From an optimization exercise on the open Yosys and OpenROAD flow, aimed at small area; shortcuts taken in it are not production practice.
In this exercise RTL edits were held to simulation tests only and were not proved equivalent to the original.
Power is estimated from default activity; no workload was simulated.

run 1:
## MIPScore
module MIPScore(
	input clk,
	input reset,
	output [31:0] pc,
	input  [31:0] instr,
	output        memwrite,
	output [31:0] aluout, writedata,
	input  [31:0] readdata
);
	wire       memtoreg, alusrcbimm, regwrite, isbeq, dojump, alusub;
	wire [1:0] alusel;
	wire [4:0] destreg;
	Decoder decoder(.instr(instr), .memtoreg(memtoreg), .memwrite(memwrite),
	                .isbeq(isbeq), .alusrcbimm(alusrcbimm), .destreg(destreg),
	                .regwrite(regwrite), .dojump(dojump), .alusub(alusub),
	                .alusel(alusel));
	Datapath dp(.clk(clk), .reset(reset), .memtoreg(memtoreg), .isbeq(isbeq),
	            .alusrcbimm(alusrcbimm), .destreg(destreg), .regwrite(regwrite),
	            .jump(dojump), .alusub(alusub), .alusel(alusel),
	            .pc(pc), .instr(instr), .aluout(aluout),
	            .writedata(writedata), .readdata(readdata));
endmodule
For scale: roughly 3,800 cells after synthesis, about 160 I/O pins, ~0.043 sq mm of cells after synthesis.
export LEC_CHECK = 0
export CAP_MARGIN = 5
export CORE_MARGIN = 2
export CORE_UTILIZATION = 48
export CTS_BUF_LIST = sky130_fd_sc_hd__clkbuf_8
export CTS_CLUSTER_DIAMETER = 80
export CTS_CLUSTER_SIZE = 16
export PLACE_DENSITY = 0.6
export SETUP_SLACK_MARGIN = 0.15
export SLEW_MARGIN = 5
export SYNTH_HIERARCHICAL = 1
create_clock -name core_clock -period 11.0 [get_ports {clk}]
standard.sh (not shown) runs the stock make flow with config.mk's settings and CLKGATE_MAP_FILE= SYNTH_SCRIPT=/design/flow/synth_recipe.tcl, a recipe that flattens the netlist after the stock synthesis.
==> flow/flow/run.sh <==
#!/bin/bash
set -euo pipefail
bash standard.sh \
  "CTS_ARGS=-sink_clustering_enable -repair_clock_nets -sink_clustering_size 16 -sink_clustering_max_diameter 80 -buf_list sky130_fd_sc_hd__clkbuf_8 -dont_use_dummy_load" \
  "BUFFER_PORTS_ARGS=-buffer_cell sky130_fd_sc_hd__buf_1" \
  finish > flow_make.log 2>&1
The flow did not stop early for run 1: all stages ran, and the layout cleared the timing, design-rule and antenna checks.
--- input diff run 1..run 2 ---
==> flow/flow/run.sh <==
#!/bin/bash
set -euo pipefail
bash standard.sh \
  "CTS_ARGS=-sink_clustering_enable -repair_clock_nets -sink_clustering_size 16 -sink_clustering_max_diameter 60 -buf_list sky130_fd_sc_hd__clkbuf_8 -dont_use_dummy_load" \
  "BUFFER_PORTS_ARGS=-buffer_cell sky130_fd_sc_hd__buf_1" \
  finish > flow_make.log 2>&1
diff --git a/flow/config.mk b/flow/config.mk
--- a/flow/config.mk
+++ b/flow/config.mk
@@ -9,7 +9,7 @@
 export CORE_MARGIN = 2
-export CORE_UTILIZATION = 48
+export CORE_UTILIZATION = 40
 export CTS_BUF_LIST = sky130_fd_sc_hd__clkbuf_8
-export CTS_CLUSTER_DIAMETER = 80
+export CTS_CLUSTER_DIAMETER = 60
 export CTS_CLUSTER_SIZE = 16
-export PLACE_DENSITY = 0.6
+export PLACE_DENSITY = 0.5
 export SETUP_SLACK_MARGIN = 0.15
==> summary.txt <==
Run 2 ran to completion and came out clean on the timing, design-rule and antenna checks. In the reports for run 1 and run 2, the smaller clock slew at the register clock pins of the worst setup and hold paths belongs to run 2. Maximum clock frequency (lower): run 1. Compare run 1 and run 2 | setup slack after placement higher: run 2. Compared with run 1, in run 2 insertion delay to the later sink of the worst-skew pair went up 0.07 ns; multi-input gate share of total cell area went down; final critical-path setup slack went up 0.18 ns; total via count after detailed routing went up. Run 2 does worse than run 1 on cell area. Going from run 1 to run 2, power grows by 3.6%. Summary: with run 1 as the reference, final weighted congestion of routability-driven global placement in run 2 moved down slightly.
### run 2 -> run 3
==> flow/flow/run.sh <==
#!/bin/bash
set -euo pipefail
bash standard.sh \
  "CTS_ARGS=-sink_clustering_enable -repair_clock_nets -sink_clustering_size 16 -sink_clustering_max_diameter 80 -buf_list sky130_fd_sc_hd__clkbuf_8 -dont_use_dummy_load" \
  "BUFFER_PORTS_ARGS=-buffer_cell sky130_fd_sc_hd__buf_1" \
  finish > flow_make.log 2>&1
diff --git a/flow/config.mk b/flow/config.mk
--- a/flow/config.mk
+++ b/flow/config.mk
@@ -9,7 +9,7 @@
 export CORE_MARGIN = 2
-export CORE_UTILIZATION = 40
+export CORE_UTILIZATION = 52
 export CTS_BUF_LIST = sky130_fd_sc_hd__clkbuf_8
-export CTS_CLUSTER_DIAMETER = 60
+export CTS_CLUSTER_DIAMETER = 80
 export CTS_CLUSTER_SIZE = 16
-export PLACE_DENSITY = 0.5
+export PLACE_DENSITY = 0.62
 export SETUP_SLACK_MARGIN = 0.15
==> comparison <==
The final layout from run 3, which completed every stage, passed the timing, design-rule and antenna checks at the end of the flow. Diff run 2 -> run 3: total power decreased about 3.3%; ratio of cells with drive above 1 in the final layout decreased 1.4 points; synthesized cell count essentially unchanged. Reported for run 3 and run 2, worst hold path cell count turned out identical to the last digit. For clock-buffer cell count, dividing the value from run 2 by the value from run 3 gives 1.3. On placement-stage worst setup slack, the lower figure sits with run 3, not run 2. Between run 3 and run 2, it is run 3 whose chip height is lower, by 12%. Run 3 vs run 2, register-to-register slack went down by 0.63 ns.
### run 3 -> run 4
==> flow/run.sh (new file) <==
#!/bin/bash
# synth_recipe.tcl (not shown) runs the flow's synth.tcl, then flattens the netlist and writes it again
# the make line also repeats each setting of config.mk as NAME=value (left out here)
make -C /OpenROAD-flow-scripts/flow DESIGN_CONFIG=/design/flow/config.mk WORK_HOME=/design/flow/orfs CLKGATE_MAP_FILE= SYNTH_SCRIPT=/design/flow/synth_recipe.tcl finish
diff --git a/flow/config.mk b/flow/config.mk
--- a/flow/config.mk
+++ b/flow/config.mk
@@ -9,7 +9,7 @@
 export CORE_MARGIN = 2
-export CORE_UTILIZATION = 52
+export CORE_UTILIZATION = 40
 export CTS_BUF_LIST = sky130_fd_sc_hd__clkbuf_8
-export CTS_CLUSTER_DIAMETER = 80
+export CTS_CLUSTER_DIAMETER = 60
 export CTS_CLUSTER_SIZE = 16
-export PLACE_DENSITY = 0.62
+export PLACE_DENSITY = 0.5
 export SETUP_SLACK_MARGIN = 0.15
removed: flow/flow/run.sh
removed: flow/standard.sh
--- outcome ---
- There was hardly any difference in setup slack between run 4 and run 3.
- NOTE: net switching component of the power in run 4 exceeds that of run 3
- Minimum hold slack delta (run 3 -> run 4): insignificant
- The maximum frequency on run 4 is in line with that on run 3.
- Run 3 → run 4: sum of met2 wire segment lengths after detailed routing increased by 5.8% relative to the old numbers; insertion delay of the later-clocked pin in the worst-skew pair increased by 0.08 ns relative to the old numbers; design area rose about 8%.
## Diff of input files: run 5 against run 4
==> flow/flow/run.sh (new file) <==
#!/bin/bash
set -euo pipefail
bash standard.sh \
  "CTS_ARGS=-sink_clustering_enable -repair_clock_nets -sink_clustering_size 16 -sink_clustering_max_diameter 60 -buf_list sky130_fd_sc_hd__clkbuf_8 -dont_use_dummy_load" \
  "BUFFER_PORTS_ARGS=-buffer_cell sky130_fd_sc_hd__buf_1" \
  finish > flow_make.log 2>&1
==> flow/standard.sh (new file) <==
#!/bin/bash
# synth_recipe.tcl (not shown) runs the flow's synth.tcl, then flattens the netlist and writes it again
# the make line also repeats each setting of config.mk as NAME=value (left out here)
make -C /OpenROAD-flow-scripts/flow DESIGN_CONFIG=/design/flow/config.mk WORK_HOME=/design/flow/orfs CLKGATE_MAP_FILE= SYNTH_SCRIPT=/design/flow/synth_recipe.tcl "${@:-finish}"
diff --git a/flow/config.mk b/flow/config.mk
--- a/flow/config.mk
+++ b/flow/config.mk
@@ -7,3 +7,3 @@
 export LEC_CHECK = 0
-export CAP_MARGIN = 5
+export CAP_MARGIN = 20
 export CORE_MARGIN = 2
@@ -14,4 +14,4 @@
 export PLACE_DENSITY = 0.5
-export SETUP_SLACK_MARGIN = 0.15
-export SLEW_MARGIN = 5
+export SETUP_SLACK_MARGIN = 0.25
+export SLEW_MARGIN = 20
 export SYNTH_HIERARCHICAL = 1
removed: flow/run.sh
Findings:
- Per the comparison of run 5 with run 4, period utilization saw a decrease, share of power burned in the clock network saw a decrease, proportion of final cell area spent on non-clock buffers saw a decrease.
- In run 5, number of cells in the finished layout apart from fillers is lower than in run 4.
- Between run 4 and run 5, the cell area after layout is higher for run 4.
- Run 5 ended with every stage complete and zero timing, DRC or antenna violations.
- Run 4 → run 5: detailed-route via count lower, global-route total usage across every layer higher, buffering stage count on the worst path with inverters included lower.
- On run 5: total CTS buffers is 3 higher than what run 4 gave.
- Run 5 against run 4: length in cells of the worst reg-to-reg path saw an increase; post-layout total power saw a decrease.

## afterwards: timing with drivers on the ports
In the flow no input, the clock included, has a driving cell. The finished layouts below were timed again as built, in two steps. Step 1 (the two cells are an assumption about what drives the block):
set clk [get_ports {clk}]
set_driving_cell -lib_cell sky130_fd_sc_hd__clkbuf_16 $clk
set_driving_cell -lib_cell sky130_fd_sc_hd__buf_2 [delete_from_list [all_inputs] $clk]
Step 2 moves the port delays by t, midway between the first and last clock arrival at a register: inputs arrive t later, outputs are due t later. That takes back most of the time a late clock gives input paths. Slacks: no drivers / after step 1 / after step 2; pairs: no drivers / after step 1.
run	shift t [ns]	slack for setup (ns)	slew at the worst register clock pin (ns)
run 1	0.803	0.286 / 0.257 / 0.257	0.12 / 0.12
run 2	0.859	0.466 / 0.439 / 0.439	0.11 / 0.11
run 3	0.777	0.267 / 0.243 / 0.243	0.11 / 0.11
run 4	0.880	0.268 / 0.237 / 0.237	0.11 / 0.11
run 5	0.856	0.496 / 0.471 / 0.471	0.11 / 0.11
After both steps setup and hold are still met in every run listed. The setup slack of run 4, which loses most, moves by -0.031 ns with the drivers and by -0.031 ns with both steps.
